Source: an optimization exercise on an open RTL-to-GDS flow (aim: small area and a short achievable clock period). Production flows keep margins and buffers that such runs may drop. Function was checked by simulation only, so behaviour that the tests miss may differ from the original.

==> flow/design.v, too long to show whole: its modules and the start of the top module <==
// module ntt4point: 1566 lines
// module ntt_fa: 4 lines
module ntt4point(
    input clk, rst,
    input [15:0] in0, in1, in2, in3,
    output [15:0] out0, out1, out2, out3
);
  // ...
==> flow/flow/run.sh <==
#!/bin/bash
set -euo pipefail
cd "$(dirname "$0")/.."
cat >> config.mk <<'EOC'
export SYNTH_ARGS = -noabc
export SYNTH_KEEP_MODULES = ntt_fa
export BUFFER_PORTS_ARGS = -buffer_cell sky130_fd_sc_hd__buf_1
export SETUP_SLACK_MARGIN = 39
EOC
bash standard.sh > standard_flow.log 2>&1
==> flow/standard.sh <==
#!/bin/bash
# synth_recipe.tcl (not shown) runs the flow's synth.tcl, then flattens the netlist and writes it again
# the make line also repeats each setting of config.mk as NAME=value (left out here)
make -C /OpenROAD-flow-scripts/flow DESIGN_CONFIG=/design/flow/config.mk WORK_HOME=/design/flow/orfs CLKGATE_MAP_FILE= SYNTH_SCRIPT=/design/flow/synth_recipe.tcl "${@:-finish}"
==> flow/config.mk <==
export PLATFORM = sky130hd
export DESIGN_NAME = ntt4point
export DESIGN_NICKNAME = ntt4point
export VERILOG_FILES = /design/flow/design.v
export SDC_FILE = /design/flow/constraint.sdc
export NUM_CORES = 4
export LEC_CHECK = 0
export CAP_MARGIN = 20
export CORE_MARGIN = 2
export CORE_UTILIZATION = 40
export SLEW_MARGIN = 20
export SYNTH_ARGS = -noabc
export SYNTH_KEEP_MODULES = ntt_fa
export BUFFER_PORTS_ARGS = -buffer_cell sky130_fd_sc_hd__buf_1
export SETUP_SLACK_MARGIN = 39
==> flow/constraint.sdc <==
create_clock -name core_clock -period 60.0 [get_ports {clk}]
set_input_delay 12.0000 -clock core_clock [delete_from_list [all_inputs] [get_ports {clk}]]
set_output_delay 12.0000 -clock core_clock [all_outputs]
set_load 0.01 [all_outputs]
==> results.txt, run 1 <==
* Yosys Warn Count at 1
* Status: finished clean
* Max-cap viol count at 0
* Post-CTS Resized at 2
* Syn Area/Cell at 11.60 um^2
* Fin area at between 10,000 and 15,000 um^2
* Sequential share of cell area at 8.066%
* Post-synth cell types at between 60 and 70
* Met1 Track Usage GR at around 26%
* Compound-gate portion of the synthesized area at between 6 and 7%
* DR pass1 iterations at 6
* WL met1 at 12,250 um
* Min-delay src: rst
* Synth Instances at just over 1,000
* Adder-cell area share of the yosys netlist at between 60% and 70%
* RSZ-0062 raised after global routing: false
* Critical path startpoint category: input pin
* Input/output buffers at between 100 and 150
* Synth-to-Final Area Change at 8.316%
* Hold path cells at 3
* Highest routed layer: met4
* Post-synth EDFFs at 0
* CP max stage delay at between 0.6 and 0.7 ns
* Nonclk buf count at between 100 and 150
* Slew Viols, Final at 0
* Logic inverters at around 200
* Clock-cell share at 0.9695%
* Slew headroom at between 40% and 50%
* Seq/Total Area, Yosys at under 10%
* Post-synth top area share at between 50% and 60%
* Clk buf depth at 2
* Buf/Inv on CP at 2
==> run 2, diff against run 1 <==
--- a/flow/flow/run.sh
+++ b/flow/flow/run.sh
@@ -7,3 +7,3 @@
 export BUFFER_PORTS_ARGS = -buffer_cell sky130_fd_sc_hd__buf_1
-export SETUP_SLACK_MARGIN = 39
+export SETUP_SLACK_MARGIN = 40.3
 EOC
--- a/flow/config.mk
+++ b/flow/config.mk
@@ -14,2 +14,2 @@
 export BUFFER_PORTS_ARGS = -buffer_cell sky130_fd_sc_hd__buf_1
-export SETUP_SLACK_MARGIN = 39
+export SETUP_SLACK_MARGIN = 40.3
==> run 2 against run 1 <==
  * Critical path type unchanged
  * Via count increased by 3.4%
  * Utilization is 2.5 points higher
==> results.txt, run 2 <==
* Status: finished clean
* FMAX at approximately 0.051 GHz
* Routed WL at roughly 28,000 um
* Synth Instances at 1,027 (unchanged)
* Hold path cells at 3 (unchanged)
* Share of cells above drive strength 1 at around 15%
* DPL Wire Length at ~24,000 um
* Buf/Inv on CP at 4 (+2)
* DR pass1 iterations at 4 (-2)
* Yosys reg bits at between 50 and 60
* Non-Filler Instances at ~1,600
* Slew headroom at 61.08% (+18 points)
* Post-synth top area share at 58.13% (unchanged)
* Critical path peak fanout at 10
* RSZ-0062 raised after global routing: false
* Post-layout min period at 19.47 ns
* Root buffer cell: clkbuf_16
* Post-synth cell types at 69 (unchanged)
* Largest net degree at the start of global routing at between 50 and 60
* Commonest non-fill, non-tap cells in the layout: fa_1 (299), inv_1 (188), nor2_1 (77), ha_1 (72), buf_1 (70)
* Critical path startpoint category: input pin
* Min-delay src: rst
* Starting density of the core at 40.42%
* Largest cells by area after synthesis: fa_1 (58%), dfxtp_1 (8.7%), ha_1 (7.9%), inv_1 (6.2%), nor2_1 (2.5%)
* Drt initial violations at about 440
* Via count at 7,699
* Final Worst Setup Slack at approximately 40 ns
* Vias/cell at 4.942
* Final GP Congestion at ~0.90
* Congestion Overflow GR at 0
* Height of the die at roughly 180 um
* Slew Viols, Final at 0 (unchanged)
* Die Area at between 30,000 and 40,000 um^2
* # setup viols final at 0
* DRC at 0
* Dpl cells at 1,512
* CTS Buf Count at 5
* Hold Path End: r3[12]
* First-pass GRT wire length at approximately 44,000 um
* Gr usage total at between 10% and 20%
* Initial antenna violation count at 4
* Period utilisation layout at about a third
* Clk slew on worst S/H paths at 0.06 ns
* Arrival time worst endpoint at 19.65 ns
* Top-count cell post-synth: fa_1
* Syn Std Cell Area at 11,920 um^2
* CTS tree: built
* CP endpoint kind: register
* # rows at 63
* Commonest non-fill, non-tap cell in the layout: fa_1
* Worst Hold Slack at between 10 and 15 ns
* Setup slack at placement at approximately 38 ns
* Antenna Nets Post-Route at 0
* Worst slew pin tran at 0.5838 ns
* Crit Path Category: in2reg
* Vias in the first global route at roughly 8,300
* Worst Path Required at 60.19 ns
* Synth top cells by count: fa_1 (346), inv_1 (198), nor2_1 (78)
* Input/output buffers at 105 (unchanged)
* Clk buf depth at 2 (unchanged)
* Yosys Warn Count at 1 (unchanged)
* Final Hold Viols at 0
* Clk sinks at 52
* Synth area leader: fa_1
* Slowest CP cell: fa_1
* Setup TNS at 0 ns
* Width of the die at 176.6 um
* Avg WL per Cell at 17.86 um
* FFs w/ async S/R, synth at 0%
* Post-synth EDFFs at 0 (unchanged)
* CP max stage delay at 0.54 ns (-0.11 ns)
* Crit-path most repeated cell: fa_2
* Top FF cell, synth: dfxtp_1
* Hold Path Class: in2reg
* Ports at 130
* Worst Setup SP: in2[7]
* Synth-to-Final Area Change at 14.41%
* Seq/Total Area, Yosys at 8.737% (unchanged)
* Syn Area/Cell at 11.60 um^2 (unchanged)
* Max-cap viol count at 0 (unchanged)
* Nets at 1,651
* H-Tree Depth at 2
* Delay-heaviest family, CP: adder cells
* Core area at slightly below 30,000 um^2
==> run 2: cell counts after synthesis <==
Identical to the previous run, type by type.
==> run 2: what timing repair did <==
action                     CTS  global route
setup buffers               19            15
gates resized for setup    101            65
hold buffers                 0             0
setup endpoints to repair   50            41
cloned                       0             1
pin swaps                   16            25
==> run 2: how the worst max path moves through the flow <==
stage / end / slack, ns / cells after the start
2_1_floorplan: r0[6] / 40.27 / 29
5_1_grt: r0[6] / 40.26 / 29
6_report: r0[8] / 40.53 / 27
3_5_place_dp: r0[6] / 38.35 / 29
4_1_cts: r0[5] / 40.32 / 29
3_3_place_gp: r0[6] / 38.48 / 29
==> run 2: routing by layer <==
metal | global-route usage, % | up-vias | routed length, um
li1 | - | 3465 | -
met1 | 26.16 | 4001 | 12710
met2 | 29.72 | 202 | 13040
met3 | 2.885 | 29 | 1476
met4 | 5.854 | 2 | 579
met5 | 0 | - | 14
==> run 2: area by class of cell <==
class / count / area (um^2)
Fill cell: 2756 / 15850
Multi-Input combinational cell: 765 / 10380
Antenna cell: 3 / 7.507
Inverter: 199 / 759.5
Sequential cell: 52 / 1041
Tap cell: 390 / 488.0
Timing Repair Buffer: 141 / 809.5
Clock buffer: 8 / 146.4
==> run 2: modules after synthesis, one instance, submodules excluded <==
module,flip-flops and latches,cell area (um^2)
ntt_fa,0,20.02
ntt4point,52,5129
==> run 2: kinds of logic (layout without fill, tap and decap cells) <==
kind of cell             after synthesis  count (layout)  synth area share, %
adder cells (fa/ha/maj)              423             423                66.18
buffers and inverters                222             348                7.403
AND/OR/NAND/NOR                      171             172                7.277
AO/OA/AOI/OAI                        112             112                6.847
flip-flops                            52              52                8.737
XOR/XNOR                              38              38                2.793
multiplexers                           8               8               0.7350
other                                  1              15              0.03147
==> run 2: metrics by stage <==
stage / utilization, % / instance area (um^2)
after floorplan: - / 11980
after global placement: 43.21 / 12740
after detailed placement: 43.21 / 12740
after CTS: 44.98 / 13260
after global routing: 46.24 / 13630
final: 46.24 / 13630
==> run 3, diff against run 2 <==
--- a/flow/flow/run.sh
+++ b/flow/flow/run.sh
@@ -7,3 +7,2 @@
 export BUFFER_PORTS_ARGS = -buffer_cell sky130_fd_sc_hd__buf_1
-export SETUP_SLACK_MARGIN = 40.3
 EOC
--- a/flow/config.mk
+++ b/flow/config.mk
@@ -14,2 +14 @@
 export BUFFER_PORTS_ARGS = -buffer_cell sky130_fd_sc_hd__buf_1
-export SETUP_SLACK_MARGIN = 40.3
==> run 3 against run 2 <==
  * Still clean
  * First-iteration DRC count shrank 8.0%
  * Setup slack got worse by 1.9 ns
  * Synthesized cell count is the same
  * Utilization fell by 2.6 points
  * Global-route usage shrank 0.41 points
  * Via count fell by 3.7%
  * Sequential cell count unchanged
  * Synthesized area unchanged
  * Hold slack gained 0.0086 ns
  * Critical path type unchanged
  * Largest cell class unchanged
  * Highest routed layer is now met4
==> results.txt, run 3 <==
* Slowest CP cell: a22oi_1
* Setup TNS at 0 ns (unchanged)
* Width of the die at 176.6 um (unchanged)
* Die Area at 31,180 um^2 (unchanged)
* Routed WL at 26,350 um (-5.3%)
* Slew Viols, Final at 0 (unchanged)
* Top-count cell post-synth: fa_1
* Post-synth cell types at 69 (unchanged)
* Yosys reg bits at 52 (unchanged)
* CTS Buf Count at 5 (unchanged)
* RSZ-0062 raised after global routing: false
* Input/output buffers at 105 (unchanged)
* # rows at 63 (unchanged)
* Top FF cell, synth: dfxtp_1
* Gr usage total at 18.18% (-0.41 points)
* Largest cells by area after synthesis: fa_1 (58%), dfxtp_1 (8.7%), ha_1 (7.9%), inv_1 (6.2%), nor2_1 (2.5%)
* Post-synth top area share at 58.13% (unchanged)
* CP max stage delay at 0.91 ns (+0.37 ns)
* Synth-to-Final Area Change at 7.991%
* Setup slack at placement at 38.35 ns (-0.006000 ns)
* DR pass1 iterations at 5 (+1)
* Clk slew on worst S/H paths at 0.06 ns (about the same)
* Root buffer cell: clkbuf_16
* Post-synth EDFFs at 0 (unchanged)
* Hold Path Class: in2reg
* FMAX at 0.04688 GHz (-8.7%)
* Avg WL per Cell at 17.35 um (-2.8%)
* Arrival time worst endpoint at 21.48 ns (+1.83 ns)
* Post-CTS Setup Inserts at 0 (-19)
* Synth top cells by count: fa_1 (346), inv_1 (198), nor2_1 (78)
* Critical path startpoint category: input pin
* Commonest non-fill, non-tap cell in the layout: fa_1
* Share of cells above drive strength 1 at 2.834% (-13 points)
* Status: finished clean
* Seq/Total Area, Yosys at 8.737% (unchanged)
* DPL Wire Length at 23,910 um (-2.0%)
* Final Hold Viols at 0 (unchanged)
* Delay-heaviest family, CP: adder cells
* Yosys Warn Count at 1 (unchanged)
* Worst Path Required at 60.15 ns (-0.04 ns)
* Post-layout min period at 21.33 ns (+1.866 ns)
* H-Tree Depth at 2 (unchanged)
* DRC at 0 (unchanged)
* Syn Std Cell Area at 11,920 um^2 (unchanged)
* Post-CTS Resized at 0 (-100%)
* Starting density of the core at 40.42% (unchanged)
* CP endpoint kind: register
* Crit-path most repeated cell: fa_1
* First-pass GRT wire length at 42,860 um (-1.6%)
* Worst slew pin tran at 1.145 ns (+0.5616 ns)
* Syn Area/Cell at 11.60 um^2 (unchanged)
* Max-cap viol count at 0 (unchanged)
* Height of the die at 176.6 um (unchanged)
* Slew headroom at 23.64% (-37 points)
* Initial antenna violation count at 0 (-4)
* Critical path peak fanout at 13 (+3)
* Synth area leader: fa_1
* Vias in the first global route at 8,051 (-2.7%)
* Synth Instances at 1,027 (unchanged)
* CTS tree: built
* Register Area at 1041 um^2 (unchanged)
* Post-CTS Hold Fix Bufs at 0 (unchanged)
* Vias/cell at 4.883 (-1.2%)
* Antenna Nets Post-Route at 0 (unchanged)
* Buf/Inv on CP at 5 (+1)
* Finished Core Util at 43.65% (-2.6 points)
* Drt initial violations at 400 (-8.0%)
* Clk buf depth at 2 (unchanged)
* Largest net degree at the start of global routing at 55 (unchanged)
* Period utilisation layout at 35.55% (+3.1 points)
* Via count at 7,417 (-3.7%)
* # diodes at 0 (-3)
* Core area at 29,480 um^2 (unchanged)
* Fill cells at 2,824 (+2.5%)
* Clk sinks at 52 (unchanged)
* FFs w/ async S/R, synth at 0% (unchanged)
* Multi-input gate area at 10,040 um^2 (-3.3%)
* Ports at 130 (unchanged)
* Congestion Overflow GR at 0 (unchanged)
* Commonest non-fill, non-tap cells in the layout: fa_1 (346), inv_1 (198), buf_1 (104), nor2_1 (78), ha_1 (75)
* Nets at 1,618 (-2.0%)
* Final GP Congestion at 0.9141 (+1.7%)
* # setup viols final at 0 (unchanged)
* Crit Path Category: in2reg
* Final Worst Setup Slack at 38.67 ns (-1.866 ns)
[run 3: cell counts after synthesis]
No cell type changed its count.
[run 3: final timing paths]
| kind | start | endpoint | slack, ns | depth (start not counted) |
|---|---|---|---|---|
| worst min-delay path | rst | r1[9] | 12.27 | 3 |
| worst max-delay path | in3[0] | r0[6] | 38.67 | 29 |
[run 3: per-layer routing]
metal | global-route usage (%) | wire [um] | part of all wire (%)
met1 | 25.92 | 12290 | 47
met2 | 28.61 | 11940 | 45
met3 | 4.156 | 1765 | 6.7
met4 | 3.719 | 357 | 1.4
met5 | 0 | 0 | 0
[run 3: per-stage QoR]
| stage | hold WS, ns | cell area, um^2 | std cells |
|---|---|---|---|
| after global placement | 12.39 | 12740 | 1514 |
| after global routing | 12.31 | 12870 | 1519 |
| after CTS | 12.27 | 12860 | 1519 |
| after floorplan | 12.30 | 11960 | 1038 |
| after detailed placement | 12.39 | 12740 | 1514 |
| final | 12.27 | 12870 | 1519 |
[run 3: cell families (layout without fill, tap and decap cells)]
| family | after synthesis | after routing | share of synthesized area [%] |
|---|---|---|---|
| fa+ha+maj | 423 | 423 | 66.18 |
| buf+inv | 222 | 313 | 7.403 |
| simple gates | 171 | 171 | 7.277 |
| compound gates | 112 | 112 | 6.847 |
| flops | 52 | 52 | 8.737 |
| xor+xnor | 38 | 38 | 2.793 |
| mux | 8 | 8 | 0.7350 |
| other cells | 1 | 12 | 0.03147 |
[run 3: modules after synthesis (local to each module, per instance)]
module	flops+latches	copies in the design	cells
ntt4point	52	1	688
ntt_fa	0	339	1
[run 3: layout make-up]
type | count | area share, %
Timing Repair Buffer | 109 | 3.306
Inverter | 199 | 5.815
Multi-Input combinational cell | 764 | 78.02
Clock buffer | 5 | 0.9724
Tap cell | 390 | 3.792
Sequential cell | 52 | 8.090
==> run 4, diff against run 3 <==
--- a/flow/flow/run.sh
+++ b/flow/flow/run.sh
@@ -7,2 +7,3 @@
 export BUFFER_PORTS_ARGS = -buffer_cell sky130_fd_sc_hd__buf_1
+export SETUP_SLACK_MARGIN = 40.7
 EOC
--- a/flow/config.mk
+++ b/flow/config.mk
@@ -14 +14,2 @@
 export BUFFER_PORTS_ARGS = -buffer_cell sky130_fd_sc_hd__buf_1
+export SETUP_SLACK_MARGIN = 40.7
==> run 4 against run 3 <==
  * Critical path depth down 5
  * Hold slack worse by 0.0051 ns
  * Routed wire length up 6.7%
  * Sequential cell count unchanged
  * Maximum frequency up 10%
  * Setup slack better by 2.0 ns
  * Cell area up 10%
  * Sequential share of layout area down 0.75 points
  * Critical path type unchanged
  * Critical endpoint is now r3[7]
==> results.txt, run 4 <==
* Slew Viols, Final at 0 (unchanged)
* Worst Setup SP: in1[7]
* Worst slew pin tran at 0.5710 ns (-0.5743 ns)
* Worst Path Required at 60.19 ns (+0.04 ns)
* Finished Core Util at 48.08% (+4.4 points)
* Worst Hold Slack at 12.26 ns (-0.005100 ns)
* Antenna Nets Post-Route at 0 (unchanged)
* Commonest non-fill, non-tap cells in the layout: fa_1 (277), inv_1 (179), nor2_1 (73), ha_1 (70), fa_2 (69)
* Crit Path Category: in2reg
* FMAX at 0.05164 GHz (+10%)
* Min-delay src: rst
* Gr usage total at 18.65% (+0.47 points)
* Clk slew on worst S/H paths at 0.06 ns (about the same)
* Starting density of the core at 40.42% (unchanged)
* Fill cells at 2,689 (-4.8%)
* Post-synth cell types at 69 (unchanged)
* Crit-path most repeated cell: fa_2
* Hold Path Class: in2reg
* Largest net degree at the start of global routing at 55 (unchanged)
* Critical path startpoint category: input pin
* Yosys Warn Count at 1 (unchanged)
* Width of the die at 176.6 um (unchanged)
* CP cell instances: buf_8 > fa_2 > fa_2 > fa_1 > fa_2 > fa_2 > fa_1 > ha_2 > fa_2 > fa_2 > fa_2 > fa_2 > fa_2 > inv_2 > fa_2 > nor2_2 > fa_1 > or4b_4 > a211oi_4 > a211oi_4 > a31oi_4 > o21ai_0 > mux2_4 > mux2_4
* Share of cells above drive strength 1 at 21.59% (+19 points)
* Largest cells by area after synthesis: fa_1 (58%), dfxtp_1 (8.7%), ha_1 (7.9%), inv_1 (6.2%), nor2_1 (2.5%)
* Period utilisation layout at 32.27% (-3.3 points)
* DR pass1 iterations at 5 (unchanged)
* Placement Cell Area at 12,850 um^2 (+0.90%)
* Syn Std Cell Area at 11,920 um^2 (unchanged)
* Vias in the first global route at 8,373 (+4.0%)
* Synth area leader: fa_1
* Height of the die at 176.6 um (unchanged)
* FFs w/ async S/R, synth at 0% (unchanged)
* Seq/Total Area, Yosys at 8.737% (unchanged)
* Post-CTS Hold Fix Bufs at 0 (unchanged)
* Die Area at 31,180 um^2 (unchanged)
* Synth-to-Final Area Change at 18.96%
* Critical path peak fanout at 8 (-5)
* Synth top cells by count: fa_1 (346), inv_1 (198), nor2_1 (78)
* Root buffer cell: clkbuf_16
* H-Tree Depth at 2 (unchanged)
* Initial antenna violation count at 1 (+1)
* Delay-heaviest family, CP: adder cells
* Syn Area/Cell at 11.60 um^2 (unchanged)
* Yosys reg bits at 52 (unchanged)
* Setup slack at placement at 39.04 ns (+0.6930 ns)
* First-pass GRT wire length at 43,920 um (+2.5%)
* Setup TNS at 0 ns (unchanged)
* Clk sinks at 52 (unchanged)
* # rows at 63 (unchanged)
* Top-count cell post-synth: fa_1
* Via count at 7,763 (+4.7%)
* Core area at 29,480 um^2 (unchanged)
* Ports at 130 (unchanged)
* Synth Instances at 1,027 (unchanged)
* Fin area at 14,170 um^2 (+10%)
* Congestion Overflow GR at 0 (unchanged)
* Post-synth top area share at 58.13% (unchanged)
* Vias/cell at 4.923 (+0.82%)
* Nets at 1,672 (+3.3%)
* # setup viols final at 0 (unchanged)
* Avg WL per Cell at 17.82 um (+2.7%)
* Post-synth EDFFs at 0 (unchanged)
* Clk buf depth at 2 (unchanged)
* CTS Buf Count at 5 (unchanged)
* Top FF cell, synth: dfxtp_1
* RSZ-0062 raised after global routing: true
* DRC at 0 (unchanged)
* Drt initial violations at 478 (+20%)
* CP endpoint kind: register
* Commonest non-fill, non-tap cell in the layout: fa_1
* Slowest CP cell: or4b_4
* CTS tree: built
* Routed WL at 28,110 um (+6.7%)
* DPL Wire Length at 24,270 um (+1.5%)
* Final Hold Viols at 0 (unchanged)
* Buf/Inv on CP at 2 (-3)
* Status: finished clean
* CP max stage delay at 0.55 ns (-0.36 ns)
* Arrival time worst endpoint at 19.55 ns (-1.93 ns)
* Slew headroom at 61.60% (+38 points)
* Max-cap viol count at 0 (unchanged)
* Final Worst Setup Slack at 40.64 ns (+1.968 ns)
* Input/output buffers at 105 (unchanged)
* Final GP Congestion at 0.9399 (+2.8%)
* Post-layout min period at 19.36 ns (-1.968 ns)
-- run 4: cell counts after synthesis --
No cell type changed its count.
-- run 4: layout make-up --
cell class	instances	area [um^2]	area share, %
clock buffer	8	146.4	1.033
antenna	1	2.502	0.01765
tap	390	488.0	3.443
multi-input combinational	765	10570	74.57
sequential	52	1041	7.344
timing repair buffer	162	1162	8.200
inverter	199	764.5	5.393
-- run 4: per-stage QoR --
step,instances
after floorplan,1038
after global placement,1511
after detailed placement,1511
after CTS,1546
after global routing,1577
final,1577
-- run 4: modules after synthesis, one instance, submodules excluded --
module,cells,times used
ntt4point,688,1
ntt_fa,1,339
-- run 4: cell families after synthesis --
kind of cell	synth area share, %
other cells	0.03147
mux	0.7350
flops	8.737
xor+xnor	2.793
buf+inv	7.403
compound gates	6.847
simple gates	7.277
fa+ha+maj	66.18
-- run 4: what timing repair did --
action | CTS | global route
endpoints found under the setup margin | 50 | 47
setup buffers | 27 | 28
gates resized for setup | 149 | 83
pin swaps | 28 | 40
gates cloned | 0 | 2
-- run 4: metal layers --
layer  up-vias  global-route usage, %  routed length (um)
met1      4033                  26.62               12700
li1       3503                      -                   -
met2       203                  29.93               13310
met3        24                  2.993                1596
met5         -                      0                   0
met4         0                  4.580                 499
-- run 4: worst paths after layout --
check / to / slack [ns] / cells after the start
max: r3[7] / 40.64 / 24
min: r1[11] / 12.26 / 3
==> run 5, diff against run 4 <==
--- a/flow/flow/run.sh
+++ b/flow/flow/run.sh
@@ -7,3 +7,3 @@
 export BUFFER_PORTS_ARGS = -buffer_cell sky130_fd_sc_hd__buf_1
-export SETUP_SLACK_MARGIN = 40.7
+export SETUP_SLACK_MARGIN = 39.8
 EOC
--- a/flow/config.mk
+++ b/flow/config.mk
@@ -9,3 +9,3 @@
 export CORE_MARGIN = 2
-export CORE_UTILIZATION = 40
+export CORE_UTILIZATION = 55
 export SLEW_MARGIN = 20
@@ -14,2 +14,2 @@
 export BUFFER_PORTS_ARGS = -buffer_cell sky130_fd_sc_hd__buf_1
-export SETUP_SLACK_MARGIN = 40.7
+export SETUP_SLACK_MARGIN = 39.8
==> run 5 against run 4 <==
  * Non-clock buffer count shrank 38
  * Sequential share of layout area grew 0.59 points
  * Cell area shrank 7.4%
  * Hold slack gained 0.00060 ns
  * Synthesized area is the same
  * Utilization grew 14 points
  * Clock-buffer cell count shrank 3
  * Critical path type unchanged
  * Highest routed layer unchanged
==> results.txt, run 5 <==
* Status: finished clean
* Commonest non-fill, non-tap cells in the layout: fa_1 (333), inv_1 (195), nor2_1 (78), buf_1 (77), ha_1 (75)
* Yosys Warn Count at 1 (unchanged)
* Clk slew on worst S/H paths at 0.07 ns (about the same)
* CTS Buf Count at 5 (unchanged)
* FMAX at 0.05025 GHz (-2.7%)
* Finished Core Util at 62.05% (+14 points)
* Worst Path Required at 60.16 ns (-0.03 ns)
* Synth top cells by count: fa_1 (346), inv_1 (198), nor2_1 (78)
* Seq/Total Area, Yosys at 8.737% (unchanged)
* Min-delay src: rst
* Fin area at 13,130 um^2 (-7.4%)
* Final GP Congestion at 0.9361 (-0.40%)
* Post-layout min period at 19.90 ns (+0.5379 ns)
* Critical path peak fanout at 12 (+4)
* Max-cap viol count at 0 (unchanged)
* Share of cells above drive strength 1 at 8.813% (-13 points)
* Slew Viols, Final at 0 (unchanged)
* Top-count cell post-synth: fa_1
* Fill cells at 1,811 (-33%)
* Hold Path End: r0[5]
* Commonest non-fill, non-tap cell in the layout: fa_1
* Period utilisation layout at 33.17% (+0.90 points)
* Clk sinks at 52 (unchanged)
* Setup TNS at 0 ns (unchanged)
* Slowest CP cell: fa_1
* Antenna Nets Post-Route at 0 (unchanged)
* DR pass1 iterations at 4 (-1)
* CP endpoint kind: register
* Post-synth top area share at 58.13% (unchanged)
* Largest cells by area after synthesis: fa_1 (58%), dfxtp_1 (8.7%), ha_1 (7.9%), inv_1 (6.2%), nor2_1 (2.5%)
* # setup viols final at 0 (unchanged)
* DRC at 0 (unchanged)
* RSZ-0062 raised after global routing: false
* CP max stage delay at 0.58 ns (+0.03 ns)
* Input/output buffers at 105 (unchanged)
* Yosys reg bits at 52 (unchanged)
* DPL Wire Length at 24,420 um (+0.64%)
* Gr usage total at 26.41% (+7.8 points)
* Clk buf depth at 2 (unchanged)
* Congestion Overflow GR at 0 (unchanged)
* Delay-heaviest family, CP: adder cells
* H-Tree Depth at 2 (unchanged)
* Critical path startpoint category: input pin
* Vias in the first global route at 8,037 (-4.0%)
* Hold path cells at 3 (unchanged)
* Placement Cell Area at 12,590 um^2 (-2.0%)
* Drt initial violations at 327 (-32%)
* Via count at 7,508 (-3.3%)
* Top FF cell, synth: dfxtp_1
* Width of the die at 151.2 um (-14%)
* Final Hold Viols at 0 (unchanged)
* Synth-to-Final Area Change at 10.16%
* Slew headroom at 62.07% (+0.46 points)
* Die Area at 22,860 um^2 (-27%)
* Vias/cell at 5.276 (+7.2%)
* Height of the die at 151.2 um (-14%)
* Syn Area/Cell at 11.60 um^2 (unchanged)
* Synth area leader: fa_1
* Worst slew pin tran at 0.5673 ns (-0.003712 ns)
* FFs w/ async S/R, synth at 0% (unchanged)
* Register Area at 1041 um^2 (unchanged)
* Routed WL at 27,400 um (-2.5%)
* Crit Path Category: in2reg
* Starting density of the core at 56.33% (+16 points)
* Crit-path most repeated cell: fa_1
* Post-synth EDFFs at 0 (unchanged)
* # rows at 53 (-16%)
* Post-synth cell types at 69 (unchanged)
* Arrival time worst endpoint at 20.06 ns (+0.51 ns)
* Syn Std Cell Area at 11,920 um^2 (unchanged)
* First-pass GRT wire length at 43,970 um (+0.13%)
* Multi-input gate area at 10,160 um^2 (-3.8%)
* Buf/Inv on CP at 6 (+4)
* Avg WL per Cell at 19.26 um (+8.0%)
* Hold Path Class: in2reg
* Ports at 130 (unchanged)
* CTS tree: built
* Largest net degree at the start of global routing at 55 (unchanged)
* Initial antenna violation count at 2 (+1)
* Synth Instances at 1,027 (unchanged)
* Nets at 1,633 (-2.3%)
* Root buffer cell: clkbuf_16
* Core area at 21,150 um^2 (-28%)
-- run 5: cell counts after synthesis --
Identical to the previous run, type by type.
-- run 5: Yosys stat by module (local to each module, per instance) --
module,cell area (um^2),cells,flip-flops and latches
ntt4point,5129,688,52
ntt_fa,20.02,1,0
-- run 5: per-layer routing --
| metal | part of all wire (%) | global-route usage [%] | vias to the layer above |
|---|---|---|---|
| met5 | 0 | 0 | - |
| met4 | 1.1 | 4.813 | 0 |
| met3 | 5.6 | 4.578 | 15 |
| met2 | 47 | 41.92 | 183 |
| met1 | 46 | 39.13 | 3885 |
| li1 | - | - | 3425 |
-- run 5: stage by stage --
stage | std cells | hold WS [ns] | worst slack [ns]
after floorplan | 1038 | 12.30 | 40.17
after global placement | 1399 | 12.39 | 38.44
after detailed placement | 1399 | 12.38 | 38.38
after CTS | 1416 | 12.26 | 39.81
after global routing | 1421 | 12.29 | 39.80
final | 1423 | 12.26 | 40.10
-- run 5: area by class of cell --
| type | instances | area share (%) |
|---|---|---|
| tap | 275 | 2.621 |
| sequential | 52 | 7.931 |
| timing repair buffer | 124 | 4.804 |
| clock buffer | 5 | 0.9532 |
| clock inverter | 2 | 0.4575 |
| antenna | 2 | 0.03813 |
| inverter | 199 | 5.767 |
| multi-input combinational | 764 | 77.43 |
-- run 5: timing repair --
| item | CTS | global route |
|---|---|---|
| gates resized for setup | 35 | 48 |
| pin swaps | 5 | 7 |
| endpoints found under the setup margin | 31 | 46 |
| hold buffers | 0 | 0 |
| setup buffers | 10 | 5 |
-- run 5: cell families (layout without fill, tap and decap cells) --
family | Yosys count | count (layout) | share of synthesized area [%]
other | 1 | 14 | 0.03147
buffers and inverters | 222 | 330 | 7.403
AOI/OAI and AO/OA | 112 | 112 | 6.847
xor gates and xnor gates | 38 | 38 | 2.793
muxes | 8 | 8 | 0.7350
and+or+nand+nor | 171 | 171 | 7.277
DFF | 52 | 52 | 8.737
adders and majority gates | 423 | 423 | 66.18
-- run 5: worst max-delay path by stage --
| stage | startpoint | end | slack [ns] | cells past startpoint |
|---|---|---|---|---|
| global placement | in3[1] | r0[6] | 38.44 | 29 |
| finish | in3[0] | r0[9] | 40.10 | 29 |
| global route | in1[0] | r0[9] | 39.80 | 29 |
| CTS | in2[2] | r0[9] | 39.81 | 27 |
| floorplan | in3[1] | r0[6] | 40.17 | 29 |
| detailed placement | in3[1] | r0[6] | 38.38 | 29 |
==> run 6, diff against run 5 <==
--- a/flow/config.mk
+++ b/flow/config.mk
@@ -9,3 +9,3 @@
 export CORE_MARGIN = 2
-export CORE_UTILIZATION = 55
+export CORE_UTILIZATION = 70
 export SLEW_MARGIN = 20
==> run 6 against run 5 <==
  * Global-route usage is 5.9 points higher
  * Cell area shrank 0.82%
  * Critical path type unchanged
  * First-iteration DRC count up 38%
  * Die area fell by 21%
  * Sequential cell count is the same
  * Final cell count decreased by 4.0%
  * Clock-buffer cell count increased by 1
  * Critical path depth unchanged
  * Setup slack got worse by 0.043 ns
==> results.txt, run 6 <==
* RSZ-0062 raised after global routing: true
* Slew headroom at 56.49% (-5.6 points)
* Starting density of the core at 71.85% (+16 points)
* Clk sinks at 52 (unchanged)
* Commonest non-fill, non-tap cells in the layout: fa_1 (337), inv_1 (195), buf_1 (79), nor2_1 (77), ha_1 (74)
* Placement Cell Area at 12,520 um^2 (-0.55%)
* Via count at 7,749 (+3.2%)
* Fin area at 13,020 um^2 (-0.82%)
* Commonest non-fill, non-tap cell in the layout: fa_1
* Synth area leader: fa_1
* Setup TNS at 0 ns (unchanged)
* DPL Wire Length at 23,460 um (-3.9%)
* Hold path cells at 3 (unchanged)
* Post-synth top area share at 58.13% (unchanged)
* Antenna Nets Post-Route at 0 (unchanged)
* Largest cells by area after synthesis: fa_1 (58%), dfxtp_1 (8.7%), ha_1 (7.9%), inv_1 (6.2%), nor2_1 (2.5%)
* Syn Std Cell Area at 11,920 um^2 (unchanged)
* Congestion Overflow GR at 0 (unchanged)
* Share of cells above drive strength 1 at 8.726% (-0.087 points)
* Top-count cell post-synth: fa_1
* Synth top cells by count: fa_1 (346), inv_1 (198), nor2_1 (78)
* Synth Instances at 1,027 (unchanged)
* Vias/cell at 5.673 (+7.5%)
* Post-synth cell types at 69 (unchanged)
* Clk buf depth at 2 (unchanged)
* Final GP Congestion at 0.9615 (+2.7%)
* FMAX at 0.05014 GHz (-0.21%)
* Hold Path End: r1[3]
* Critical path startpoint category: input pin
* Root buffer cell: clkbuf_16
* Worst Path Required at 60.16 ns (about the same)
* Crit-path most repeated cell: fa_1
* DRC at 0 (unchanged)
* Clk slew on worst S/H paths at 0.07 ns (about the same)
* Top FF cell, synth: dfxtp_1
* FFs w/ async S/R, synth at 0% (unchanged)
* Post-CTS Hold Fix Bufs at 0 (unchanged)
* Status: finished clean
* Dpl cells at 1,344 (-3.9%)
* Core area at 16,580 um^2 (-22%)
* Initial antenna violation count at 0 (-2)
* Routed WL at 26,720 um (-2.5%)
* Final Worst Setup Slack at 40.06 ns (-0.04270 ns)
* # setup viols final at 0 (unchanged)
* Worst slew pin tran at 0.6526 ns (+0.08528 ns)
* Height of the die at 134.5 um (-11%)
* Slowest CP cell: fa_2
* H-Tree Depth at 2 (unchanged)
* Drt initial violations at 452 (+38%)
* Arrival time worst endpoint at 20.11 ns (+0.05 ns)
* Final Hold Viols at 0 (unchanged)
* CTS tree: built
* CP max stage delay at 0.59 ns (about the same)
* Width of the die at 134.5 um (-11%)
* Vias in the first global route at 8,526 (+6.1%)
* Setup slack at placement at 38.32 ns (-0.06440 ns)
* Gr usage total at 32.27% (+5.9 points)
* Min-delay src: rst
* Slew Viols, Final at 0 (unchanged)
* # diodes at 0 (-2)
* Largest net degree at the start of global routing at 55 (unchanged)
* Critical path peak fanout at 8 (-4)
* Yosys Warn Count at 1 (unchanged)
* Avg WL per Cell at 19.56 um (+1.6%)
* CP endpoint kind: register
* First-pass GRT wire length at 43,450 um (-1.2%)
* Yosys reg bits at 52 (unchanged)
* Crit Path Category: in2reg
* Nets at 1,632 (-0.061%)
* Post-synth EDFFs at 0 (unchanged)
* Period utilisation layout at 33.24% (+0.071 points)
* Syn Area/Cell at 11.60 um^2 (unchanged)
* Non-Filler Instances at 1,366 (-4.0%)
* Hold Path Class: in2reg
* DR pass1 iterations at 5 (+1)
* Input/output buffers at 105 (unchanged)
* # rows at 47 (-11%)
* Ports at 130 (unchanged)
* Synth-to-Final Area Change at 9.261%
* Max-cap viol count at 0 (unchanged)
* Seq/Total Area, Yosys at 8.737% (unchanged)
* CTS Buf Count at 5 (unchanged)
* Post-layout min period at 19.94 ns (+0.04270 ns)
* Die Area at 18,080 um^2 (-21%)
==> run 6: cell counts after synthesis <==
No cell type changed its count.
==> run 6: metrics by stage <==
stage                     util, %  hold slack [ns]
after CTS                   77.37            12.26
after global placement      75.52            12.39
after global routing        78.50            12.30
after floorplan                 -            12.30
final                       78.50            12.26
after detailed placement    75.52            12.39
==> run 6: how the worst max path moves through the flow <==
stage / from / to / cells after the start
3_3_place_gp: in3[1] / r0[6] / 29
3_5_place_dp: in3[1] / r0[6] / 29
5_1_grt: in3[3] / r0[7] / 28
6_report: in3[3] / r0[7] / 29
4_1_cts: in3[4] / r3[7] / 24
2_1_floorplan: in3[1] / r0[6] / 29
==> run 6: cells by family (layout without fill, tap and decap cells) <==
logic type      Yosys count  count (layout)  synth area share [%]
buf+inv                 222             330                 7.403
compound gates          112             112                 6.847
simple gates            171             171                 7.277
other cells               1              12               0.03147
fa+ha+maj               423             423                 66.18
flops                    52              52                 8.737
mux                       8               8                0.7350
xor+xnor                 38              38                 2.793
==> run 6: area by class of cell <==
class | instances | area, um^2
fillers | 1092 | 3565
clock buffers | 6 | 138.9
well taps | 220 | 275.3
inverters | 199 | 755.7
repair buffers | 123 | 595.6
multi-input cells | 764 | 10170
clock inverters | 2 | 38.79
flip-flops and latches | 52 | 1041
==> run 6: per-module statistics from Yosys, one instance, submodules excluded <==
module,cell area (um^2),cells inside
ntt_fa,20.02,1
ntt4point,5129,688
==> run 6: critical path, delay by kind of cell <==
family / cells / cell delay, ns
compound gates: 4 / 0.88
xor+xnor: 1 / 0.15
fa+ha+maj: 16 / 6.18
buf+inv: 6 / 0.75
simple gates: 2 / 0.17
==> run 6: metal layers <==
layer / GRT usage (%) / routed length (um)
met1: 44.99 / 10920
met2: 54.59 / 13430
met3: 5.180 / 1815
met4: 7.485 / 555
met5: 0 / 0
==> run 6: repair_timing <==
| item | in CTS | in global routing |
|---|---|---|
| pin swaps | 4 | 9 |
| setup buffers | 8 | 6 |
| gates resized for setup | 36 | 38 |
| setup endpoints to repair | 28 | 40 |
==> run 7, diff against run 6 <==
--- a/flow/config.mk
+++ b/flow/config.mk
@@ -9,3 +9,3 @@
 export CORE_MARGIN = 2
-export CORE_UTILIZATION = 70
+export CORE_UTILIZATION = 40
 export SLEW_MARGIN = 20
==> run 7 against run 6 <==
  * Sequential share of layout area is 0.14 points lower
  * Cell area up 1.8%
  * Setup slack better by 0.029 ns
  * Global-route usage fell by 14 points
  * Die area is 72% higher
  * Via count fell by 2.6%
  * Routed wire length about the same
  * Final cell count is 13% higher
  * Non-clock buffer count rose by 3
  * Critical endpoint is now r3[7]
  * Highest routed layer unchanged
==> results.txt, run 7 <==
* Status: finished clean
* Largest net degree at the start of global routing at 55 (unchanged)
* Root buffer cell: clkbuf_16
* Critical path startpoint category: input pin
* Synth top cells by count: fa_1 (346), inv_1 (198), nor2_1 (78)
* Arrival time worst endpoint at 20.10 ns (about the same)
* Commonest non-fill, non-tap cells in the layout: fa_1 (337), inv_1 (196), buf_1 (79), nor2_1 (77), ha_1 (74)
* # diodes at 0 (unchanged)
* Post-synth top area share at 58.13% (unchanged)
* Gr usage total at 18.28% (-14 points)
* Max-cap viol count at 0 (unchanged)
* Congestion Overflow GR at 0 (unchanged)
* Setup slack at placement at 38.35 ns (+0.03000 ns)
* Input/output buffers at 105 (unchanged)
* # rows at 63 (+34%)
* Final Worst Setup Slack at 40.08 ns (+0.02910 ns)
* Top-count cell post-synth: fa_1
* DRC at 0 (unchanged)
* Commonest non-fill, non-tap cell in the layout: fa_1
* Via count at 7,548 (-2.6%)
* Yosys Warn Count at 1 (unchanged)
* Clk buf depth at 2 (unchanged)
* Final Hold Viols at 0 (unchanged)
* DR pass1 iterations at 4 (-1)
* Post-CTS Hold Fix Bufs at 0 (unchanged)
* Synth area leader: fa_1
* Simple-Gate Fraction of Synth Area at 7.277% (unchanged)
* Compound-gate portion of the synthesized area at 6.847% (unchanged)
* Initial antenna violation count at 0 (unchanged)
* Antenna Nets Post-Route at 0 (unchanged)
* Slew headroom at 59.87% (+3.4 points)
* Drt initial violations at 383 (-15%)
* Synth-to-Final Area Change at 11.22%
* Largest family of logic cells by synthesized area: adder cells
* Slew Viols, Final at 0 (unchanged)
* Critical path peak fanout at 8 (unchanged)
* Syn Area/Cell at 11.60 um^2 (unchanged)
* First-pass GRT wire length at 43,120 um (-0.76%)
* Hold Path Class: in2reg
* Xor/xnor share of the synthesized area at 2.793% (unchanged)
* Yosys reg bits at 52 (unchanged)
* Clk slew on worst S/H paths at 0.06 ns (about the same)
* Avg WL per Cell at 17.39 um (-11%)
* Vias/cell at 4.911 (-13%)
* Routed WL at 26,730 um (about the same)
* FFs w/ async S/R, synth at 0% (unchanged)
* Setup TNS at 0 ns (unchanged)
* Post-synth cell types at 69 (unchanged)
* Vias in the first global route at 8,104 (-4.9%)
* Nets at 1,636 (+0.25%)
* Post-synthesis mux area share at 0.7351% (unchanged)
* Worst Path Required at 60.18 ns (+0.02 ns)
* Final GP Congestion at 0.9141 (-4.9%)
* Seq/Total Area, Yosys at 8.737% (unchanged)
* Post-layout min period at 19.92 ns (-0.02910 ns)
* Synth Instances at 1,027 (unchanged)
* Share of cells above drive strength 1 at 8.718% (about the same)
* Height of the die at 176.6 um (+31%)
* Largest cells by area after synthesis: fa_1 (58%), dfxtp_1 (8.7%), ha_1 (7.9%), inv_1 (6.2%), nor2_1 (2.5%)
* Crit Path Category: in2reg
* CP endpoint kind: register
* FMAX at 0.05021 GHz (+0.15%)
* Adder-cell area share of the yosys netlist at 66.18% (unchanged)
* Syn Std Cell Area at 11,920 um^2 (unchanged)
* H-Tree Depth at 2 (unchanged)
* Starting density of the core at 40.42% (-31 points)
* Clk sinks at 52 (unchanged)
* RSZ-0062 raised after global routing: true
* # setup viols final at 0 (unchanged)
* Top FF cell, synth: dfxtp_1
* CTS tree: built
* CTS Buf Count at 5 (unchanged)
* Period utilisation layout at 33.19% (-0.049 points)
* Worst slew pin tran at 0.6001 ns (-0.05250 ns)
* Placement Cell Area at 12,740 um^2 (+1.7%)
* Fin area at 13,250 um^2 (+1.8%)
* Core area at 29,480 um^2 (+78%)
* Post-synth EDFFs at 0 (unchanged)
* Ports at 130 (unchanged)
* Width of the die at 176.6 um (+31%)
* Die Area at 31,180 um^2 (+72%)
* DPL Wire Length at 23,910 um (+1.9%)
==> run 7: cell counts after synthesis <==
No cell type changed its count.
==> run 7: worst max-delay path, cell delays in order <==
cell,delay (ns)
clkbuf_4,0.21
fa_1,0.50
fa_1,0.40
fa_1,0.49
fa_1,0.40
fa_1,0.46
fa_1,0.40
ha_1,0.23
fa_1,0.39
fa_2,0.42
fa_1,0.40
fa_1,0.40
fa_1,0.38
inv_1,0.08
fa_2,0.47
nor2_2,0.14
fa_1,0.46
or4b_4,0.55
a211oi_4,0.29
a211oi_4,0.08
a31oi_4,0.24
o21ai_0,0.10
mux2_2,0.27
mux2_4,0.30
==> run 7: metrics by stage <==
stage	util (%)	instances	hold WS, ns
after floorplan	-	1038	12.30
after global placement	43.20	1514	12.39
after detailed placement	43.20	1514	12.39
after CTS	44.03	1525	12.27
after global routing	44.95	1537	12.31
final	44.95	1537	12.26
==> run 7: metal layers <==
layer  wire (um)  track usage [%]  up-vias
met5           0                0        -
met4         345            3.719        0
met3        2035            3.941       18
met2       12350            29.00      213
met1       12000            26.04     3892
li1            -                -     3425
==> run 7: layout make-up <==
cell class                 count  area (um^2)
fill                        2788        16230
multi-input combinational    765        10210
timing repair buffer         126        633.1
sequential                    52         1041
clock buffer                   5        125.1
inverter                     199        757.0
tap                          390        488.0
==> run 7: worst paths after layout <==
kind	from	endpoint	cells after the start	slack [ns]
max	in1[6]	r3[7]	24	40.08
min	rst	r1[9]	3	12.26
==> run 7: Yosys stat by module (local to each module, per instance) <==
| module | times used | cell area [um^2] |
|---|---|---|
| ntt_fa | 339 | 20.02 |
| ntt4point | 1 | 5129 |
==> run 7: cell families (layout without fill, tap and decap cells) <==
| family | after synthesis | count (layout) |
|---|---|---|
| flops | 52 | 52 |
| other cells | 1 | 12 |
| simple gates | 171 | 172 |
| xor+xnor | 38 | 38 |
| compound gates | 112 | 112 |
| fa+ha+maj | 423 | 423 |
| buf+inv | 222 | 330 |
| mux | 8 | 8 |
==> run 7: timing repair <==
action | 4_1_cts | 5_1_grt
endpoints found under the setup margin | 27 | 47
hold endpoints to repair | 0 | 0
resized for setup | 32 | 44
pin swaps | 4 | 9
cloned | 0 | 1
setup buffers | 6 | 11
==> run 8, diff against run 7 <==
--- a/flow/flow/run.sh
+++ b/flow/flow/run.sh
@@ -7,2 +7,3 @@
 export BUFFER_PORTS_ARGS = -buffer_cell sky130_fd_sc_hd__buf_1
+export CTS_BUF_LIST = sky130_fd_sc_hd__clkbuf_8
 export SETUP_SLACK_MARGIN = 39.8
--- a/flow/config.mk
+++ b/flow/config.mk
@@ -14,2 +14,3 @@
 export BUFFER_PORTS_ARGS = -buffer_cell sky130_fd_sc_hd__buf_1
+export CTS_BUF_LIST = sky130_fd_sc_hd__clkbuf_8
 export SETUP_SLACK_MARGIN = 39.8
==> run 8 against run 7 <==
  * Still clean
  * Via count is 0.13% higher
  * Die area unchanged
  * Global-route usage is essentially flat
  * Critical path depth unchanged
  * Sequential cell count did not move
  * First-iteration DRC count decreased by 7.8%
  * Non-clock buffer count fell by 2
  * Utilization down 0.27 points
  * Setup slack gained 0.020 ns
==> results.txt, run 8 <==
* WL met1 at 12,080 um (+0.73%)
* Top-count cell post-synth: fa_1
* Syn Std Cell Area at 11,920 um^2 (unchanged)
* Drt initial violations at 353 (-7.8%)
* Post-synth EDFFs at 0 (unchanged)
* DR pass1 iterations at 4 (unchanged)
* Via count at 7,558 (+0.13%)
* Crit Path Category: in2reg
* Post-layout min period at 19.90 ns (-0.01980 ns)
* Worst slew pin tran at 0.5896 ns (-0.01051 ns)
* Largest cells by area after synthesis: fa_1 (58%), dfxtp_1 (8.7%), ha_1 (7.9%), inv_1 (6.2%), nor2_1 (2.5%)
* Slowest CP cell: or4b_4
* CP cell instances: buf_2 > fa_1 > fa_1 > fa_1 > fa_1 > fa_1 > fa_1 > ha_1 > fa_1 > fa_2 > fa_1 > fa_1 > fa_1 > inv_1 > fa_1 > nor2_1 > fa_1 > or4b_4 > a211oi_4 > a211oi_4 > a31oi_4 > o21ai_0 > mux2_2 > mux2_4
* Antenna Nets Post-Route at 0 (unchanged)
* Root buffer cell: clkbuf_8
* Worst Setup SP: in1[5]
* FFs w/ async S/R, synth at 0% (unchanged)
* Top FF cell, synth: dfxtp_1
* Vias/cell at 4.924 (+0.26%)
* Share of cells above drive strength 1 at 8.210% (-0.51 points)
* Vias in the first global route at 8,102 (-0.025%)
* Max-cap viol count at 0 (unchanged)
* CP max stage delay at 0.61 ns (+0.06 ns)
* Finished Core Util at 44.68% (-0.27 points)
* Non-Filler Instances at 1,535 (-0.13%)
* Initial antenna violation count at 0 (unchanged)
* Hold Path Class: in2reg
* Clk buf depth at 2 (unchanged)
* Yosys Warn Count at 1 (unchanged)
* Synth area leader: fa_1
* RSZ-0062 raised after global routing: true
* Synth-to-Final Area Change at 10.54%
* H-Tree Depth at 2 (unchanged)
* Post-synth cell types at 69 (unchanged)
* Input/output buffers at 105 (unchanged)
* Final GP Congestion at 0.9141 (unchanged)
* Highest routed layer: met4
* Clk slew on worst S/H paths at 0.08 ns (+0.02 ns)
* Yosys reg bits at 52 (unchanged)
* Routed WL at 26,800 um (+0.26%)
* Crit-path most repeated cell: fa_1
* CP Capture Point: r3[7]
* Worst Path Required at 60.21 ns (+0.03 ns)
* Commonest non-fill, non-tap cell in the layout: fa_1
* Final Hold Viols at 0 (unchanged)
* Post-CTS Hold Fix Bufs at 0 (unchanged)
* Largest net degree at the start of global routing at 55 (unchanged)
* Critical path startpoint category: input pin
* # setup viols final at 0 (unchanged)
* Avg WL per Cell at 17.46 um (+0.39%)
* Critical path peak fanout at 8 (unchanged)
* Commonest non-fill, non-tap cells in the layout: fa_1 (340), inv_1 (196), buf_1 (80), nor2_1 (78), ha_1 (74)
* CP endpoint kind: register
* Syn Area/Cell at 11.60 um^2 (unchanged)
* DRC at 0 (unchanged)
* Placement Cell Area at 12,740 um^2 (unchanged)
* Arrival time worst endpoint at 20.10 ns (about the same)
* Ports at 130 (unchanged)
* Seq/Total Area, Yosys at 8.737% (unchanged)
* Congestion Overflow GR at 0 (unchanged)
* Nets at 1,634 (-0.12%)
* Setup TNS at 0 ns (unchanged)
* Clk sinks at 52 (unchanged)
* Height of the die at 176.6 um (unchanged)
* Met2 Wirelength at 12,380 um (+0.18%)
* Synth top cells by count: fa_1 (346), inv_1 (198), nor2_1 (78)
* Dpl cells at 1,514 (unchanged)
* Synth Instances at 1,027 (unchanged)
* Met3 routed WL at 1990 um (-2.2%)
* Die Area at 31,180 um^2 (unchanged)
* Width of the die at 176.6 um (unchanged)
* Status: finished clean
* CTS tree: built
* Gr usage total at 18.30% (+0.019 points)
* DPL Wire Length at 23,910 um (unchanged)
* # rows at 63 (unchanged)
* Fin area at 13,170 um^2 (-0.60%)
* First-pass GRT wire length at 43,130 um (about the same)
* # diodes at 0 (unchanged)
* Slew Viols, Final at 0 (unchanged)
* Starting density of the core at 40.42% (unchanged)
* Period utilisation layout at 33.16% (about the same)
* FMAX at 0.05026 GHz (about the same)
* Slew headroom at 60.58% (+0.70 points)
* CTS Buf Count at 5 (unchanged)
* Core area at 29,480 um^2 (unchanged)
* Post-synth top area share at 58.13% (unchanged)
-- run 8: cell counts after synthesis --
No cell type changed its count.
-- run 8: worst max-delay path, delay by kind of cell --
family                     cells  cell delay [ns]
buffers and inverters          2             0.30
muxes                          2             0.57
AOI/OAI and AO/OA              4             0.67
and+or+nand+nor                2             0.76
adders and majority gates     14             5.78
-- run 8: worst min-delay path by stage --
| stage | startpoint | endpoint | cells past startpoint |
|---|---|---|---|
| final | rst | r1[9] | 3 |
| after CTS | rst | r1[9] | 3 |
| after global placement | r0[5] | out0[5] | 1 |
| after floorplan | r0[0] | out0[0] | 0 |
| after global routing | rst | r3[10] | 3 |
| after detailed placement | r3[9] | out3[9] | 1 |
-- run 8: stage by stage --
stage	hold slack [ns]	worst slack [ns]
finish	12.24	40.10
global route	12.27	39.76
CTS	12.24	39.82
detailed placement	12.39	38.35
global placement	12.39	38.43
floorplan	12.30	40.17
-- run 8: timing repair --
action | 4_1_cts | 5_1_grt
setup endpoints to repair | 27 | 45
gates cloned | 0 | 1
setup buffers | 5 | 10
pin swaps | 2 | 7
gates resized for setup | 31 | 40
-- run 8: kinds of logic after synthesis --
group	share of synthesized area [%]
multiplexers	0.7350
XOR/XNOR	2.793
other	0.03147
adder cells (fa/ha/maj)	66.18
buffers and inverters	7.403
flip-flops	8.737
AND/OR/NAND/NOR	7.277
AO/OA/AOI/OAI	6.847
-- run 8: layout make-up --
cell class                      count  area (um^2)
Clock buffer                        5        68.82
Fill cell                        2800        16310
Inverter                          199        757.0
Multi-Input combinational cell    765        10200
Sequential cell                    52         1041
Tap cell                          390        488.0
Timing Repair Buffer              124        614.3
-- run 8: per-module statistics from Yosys, one instance, submodules excluded --
module	cells	copies in the design
ntt4point	688	1
ntt_fa	1	339
-- run 8: per-layer routing --
layer | vias to the layer above | global-route usage (%)
li1 | 3419 | -
met1 | 3907 | 26.07
met2 | 212 | 28.99
met3 | 20 | 4.005
met4 | 0 | 3.719
met5 | - | 0
==> run 9, diff against run 8 <==
--- a/flow/flow/run.sh
+++ b/flow/flow/run.sh
@@ -6,2 +6,3 @@
 export SYNTH_KEEP_MODULES = ntt_fa
+export DONT_USE_CELLS += sky130_fd_sc_hd__ha_1
 export BUFFER_PORTS_ARGS = -buffer_cell sky130_fd_sc_hd__buf_1
--- a/flow/config.mk
+++ b/flow/config.mk
@@ -13,2 +13,3 @@
 export SYNTH_KEEP_MODULES = ntt_fa
+export DONT_USE_CELLS += sky130_fd_sc_hd__ha_1
 export BUFFER_PORTS_ARGS = -buffer_cell sky130_fd_sc_hd__buf_1
==> run 9 against run 8 <==
  * First-iteration DRC count grew 67%
  * Global-route usage increased by 1.2 points
  * Synthesized area is 1.6% lower
  * Non-clock buffer count up 6
  * Final cell count down 0.39%
  * Synthesized cell count barely moved
  * Cell area down 1.2%
  * Clock-buffer cell count up 2
  * Critical endpoint is now r3[9]
  * Highest routed layer unchanged
==> results.txt, run 9 <==
* Status: finished clean
* Min-delay src: rst
* RSZ-0062 raised after global routing: true
* Ports at 130 (unchanged)
* Gr usage total at 19.54% (+1.2 points)
* FFs w/ async S/R, synth at 0% (unchanged)
* # diodes at 0 (unchanged)
* Fill cells at 2,724 (-2.7%)
* Commonest non-fill, non-tap cells in the layout: fa_1 (335), inv_1 (120), nor2_1 (78), buf_1 (71), dfxtp_1 (52)
* Input/output buffers at 105 (unchanged)
* Width of the die at 175.2 um (-0.76%)
* Clk sinks at 52 (unchanged)
* Height of the die at 175.2 um (-0.76%)
* Routed WL at 28,200 um (+5.2%)
* Vias in the first global route at 8,452 (+4.3%)
* Die Area at 30,710 um^2 (-1.5%)
* CP endpoint kind: register
* Share of cells above drive strength 1 at 11.53% (+3.3 points)
* Hold path cells at 3 (unchanged)
* FMAX at 0.05014 GHz (-0.24%)
* Setup TNS at 0 ns (unchanged)
* H-Tree Depth at 2 (unchanged)
* Critical path peak fanout at 8 (unchanged)
* Avg WL per Cell at 18.44 um (+5.6%)
* Post-synth cell types at 82 (+19%)
* DPL Wire Length at 24,830 um (+3.8%)
* Via count at 7,895 (+4.5%)
* Worst slew pin tran at 0.6145 ns (+0.02492 ns)
* # setup viols final at 0 (unchanged)
* Drt initial violations at 591 (+67%)
* Clk slew on worst S/H paths at 0.09 ns (about the same)
* Max-cap viol count at 0 (unchanged)
* Largest cells by area after synthesis: fa_1 (59%), dfxtp_1 (8.9%), inv_1 (4.0%), xnor2_1 (3.4%), nor2_1 (2.5%)
* Yosys reg bits at 52 (unchanged)
* Post-CTS Hold Fix Bufs at 0 (unchanged)
* Top-count cell post-synth: fa_1
* Largest net degree at the start of global routing at 60 (+9.1%)
* Slew Viols, Final at 0 (unchanged)
* DR pass1 iterations at 5 (+1)
* First-pass GRT wire length at 45,820 um (+6.2%)
* Congestion Overflow GR at 0 (unchanged)
* Synth area leader: fa_1
* DRC at 0 (unchanged)
* Synth Instances at 1,028 (+0.097%)
* Worst Path Required at 60.22 ns (about the same)
* Initial antenna violation count at 0 (unchanged)
* Commonest non-fill, non-tap cell in the layout: fa_1
* CTS Buf Count at 5 (unchanged)
* Clk buf depth at 2 (unchanged)
* Root buffer cell: clkbuf_8
* Slew headroom at 59.03% (-1.5 points)
* Hold Path Class: in2reg
* Period utilisation layout at 33.24% (+0.081 points)
* Syn Area/Cell at 11.41 um^2 (-1.6%)
* Core area at 28,780 um^2 (-2.4%)
* Syn Std Cell Area at 11,730 um^2 (-1.6%)
* Hold Path End: r3[6]
* Seq/Total Area, Yosys at 8.875% (+0.14 points)
* Final GP Congestion at 0.9245 (+1.1%)
* Crit Path Category: in2reg
* Yosys Warn Count at 1 (unchanged)
* Post-layout min period at 19.94 ns (+0.04860 ns)
* Synth top cells by count: fa_1 (346), inv_1 (124), nor2_1 (79)
* Top FF cell, synth: dfxtp_1
* Antenna Nets Post-Route at 0 (unchanged)
* Critical path startpoint category: input pin
* CTS tree: built
* Arrival time worst endpoint at 20.17 ns (+0.07 ns)
* Final Hold Viols at 0 (unchanged)
* Nets at 1,557 (-4.7%)
* Synth-to-Final Area Change at 10.98%
* Post-synth EDFFs at 0 (unchanged)
* Vias/cell at 5.164 (+4.9%)
* Post-synth top area share at 59.05% (+0.92 points)
* Starting density of the core at 40.76% (+0.34 points)
* # rows at 62 (-1.6%)
-- run 9: cell count changes after synthesis, moves of 13 or more --
| cell | previous run | this run |
|---|---|---|
| and2_1 | 4 | 17 |
| xnor2_1 | 22 | 45 |
| inv_1 | 198 | 124 |
| ha_1 | 75 | 0 |
| nand2_1 | 18 | 45 |
-- run 9: modules after synthesis (local to each module, per instance) --
| module | cells | copies in the design | flops+latches | area (um^2) |
|---|---|---|---|---|
| ntt_fa | 1 | 339 | 0 | 20.02 |
| ntt4point | 689 | 1 | 52 | 4943 |
-- run 9: cells by family after synthesis --
logic type	synth area share [%]
flops	8.875
xor+xnor	5.632
mux	1.419
buf+inv	5.451
fa+ha+maj	59.78
other cells	0.03197
compound gates	9.184
simple gates	9.632
-- run 9: per-stage QoR --
stage                     instances  cell area [um^2]  setup WS [ns]  hold WS (ns)  utilization [%]
after floorplan                1039             11770          40.02         12.22                -
after global placement         1498             12490          38.51         12.39            43.39
after detailed placement       1498             12490          38.39         12.39            43.39
after CTS                      1516             12790          39.81         12.22            44.45
after global routing           1529             13020          39.77         12.29            45.23
final                          1529             13020          40.06         12.23            45.23
-- run 9: worst max-delay path by stage --
stage	from	end	slack, ns
floorplan	in2[2]	r0[6]	40.02
global placement	in3[0]	r0[5]	38.51
detailed placement	in3[0]	r0[6]	38.39
CTS	in2[1]	r0[8]	39.81
global route	in1[5]	r3[1]	39.77
finish	in1[5]	r3[9]	40.06
-- run 9: layout make-up --
cell class / count / area [um^2] / area share [%]
tap: 384 / 480.5 / 3.691
sequential: 52 / 1041 / 7.997
multi-input combinational: 832 / 10280 / 78.96
inverter: 124 / 473.0 / 3.633
clock buffer: 7 / 96.34 / 0.7401
timing repair buffer: 130 / 648.1 / 4.979
-- run 9: what timing repair did --
| item | in CTS | in global routing |
|---|---|---|
| buffers inserted | 11 | 12 |
| pin swaps | 5 | 10 |
| gates cloned | 0 | 1 |
| resized for setup | 43 | 52 |
| setup endpoints to repair | 42 | 43 |
-- run 9: layer usage --
layer | global-route usage (%) | wire length (um) | vias up
met3 | 3.851 | 1742 | 15
met2 | 29.27 | 12630 | 226
met4 | 4.167 | 395 | 0
li1 | - | - | 3527
met5 | 0 | 0 | -
met1 | 29.53 | 13430 | 4127
-- run 9: critical path: stages --
cell	delay (ns)
buf_2	0.23
fa_1	0.46
fa_1	0.45
fa_1	0.49
fa_1	0.39
fa_1	0.39
fa_1	0.51
and2_1	0.20
fa_1	0.40
fa_1	0.46
fa_1	0.41
fa_1	0.40
fa_1	0.37
inv_1	0.08
fa_1	0.50
inv_1	0.11
and2_1	0.14
fa_1	0.50
nor3_4	0.31
a41oi_1	0.18
o2111a_1	0.33
o21ai_4	0.20
a41oi_1	0.07
o221ai_1	0.23
mux2_2	0.36

## what the ideal ports hide
How much do the figures lean on ideal ports? The routed layouts below were timed once more, with nothing changed but the port constraints.
Step 1 sets driving cells, clkbuf_16 on the clock port and buf_2 on the other inputs (assumed; they add their load-dependent delay and slew).
Step 2 also shifts input and output timing later by t, the mid clock arrival at the registers, as if the neighbouring blocks saw the same clock.
a / b / c = no drivers / after step 1 / after step 2; a / b = the first two.
| run | t (ns) | setup slack, ns | hold WS [ns] | worst setup path after step 2 | slew at the worst register clock pin (ns) |
|---|---|---|---|---|---|
| run 1 | 0.330 | 39.377 / 39.397 / 39.067 | 12.265 / 12.247 / 12.404 | input to register | 0.06 / 0.06 |
| run 2 | 0.336 | 40.535 / 40.512 / 40.176 | 12.258 / 12.236 / 12.404 | input to register | 0.07 / 0.07 |
| run 3 | 0.330 | 38.669 / 38.688 / 38.358 | 12.266 / 12.247 / 12.404 | input to register | 0.06 / 0.06 |
| run 4 | 0.337 | 40.636 / 40.615 / 40.279 | 12.261 / 12.240 / 12.403 | input to register | 0.06 / 0.06 |
| run 5 | 0.339 | 40.099 / 40.119 / 39.780 | 12.262 / 12.238 / 12.402 | input to register | 0.08 / 0.08 |
| run 6 | 0.330 | 40.056 / 40.069 / 39.739 | 12.262 / 12.247 / 12.404 | input to register | 0.07 / 0.07 |
| run 7 | 0.330 | 40.085 / 40.094 / 39.764 | 12.262 / 12.243 / 12.404 | input to register | 0.06 / 0.06 |
| run 8 | 0.346 | 40.105 / 40.108 / 39.761 | 12.240 / 12.226 / 12.412 | input to register | 0.08 / 0.08 |
| run 9 | 0.363 | 40.056 / 40.069 / 39.705 | 12.227 / 12.212 / 12.412 | input to register | 0.09 / 0.09 |
After both steps every run listed still meets setup and hold. For run 2, which loses most, drivers alone change the setup slack by -0.023 ns; drivers and shift together by -0.359 ns.
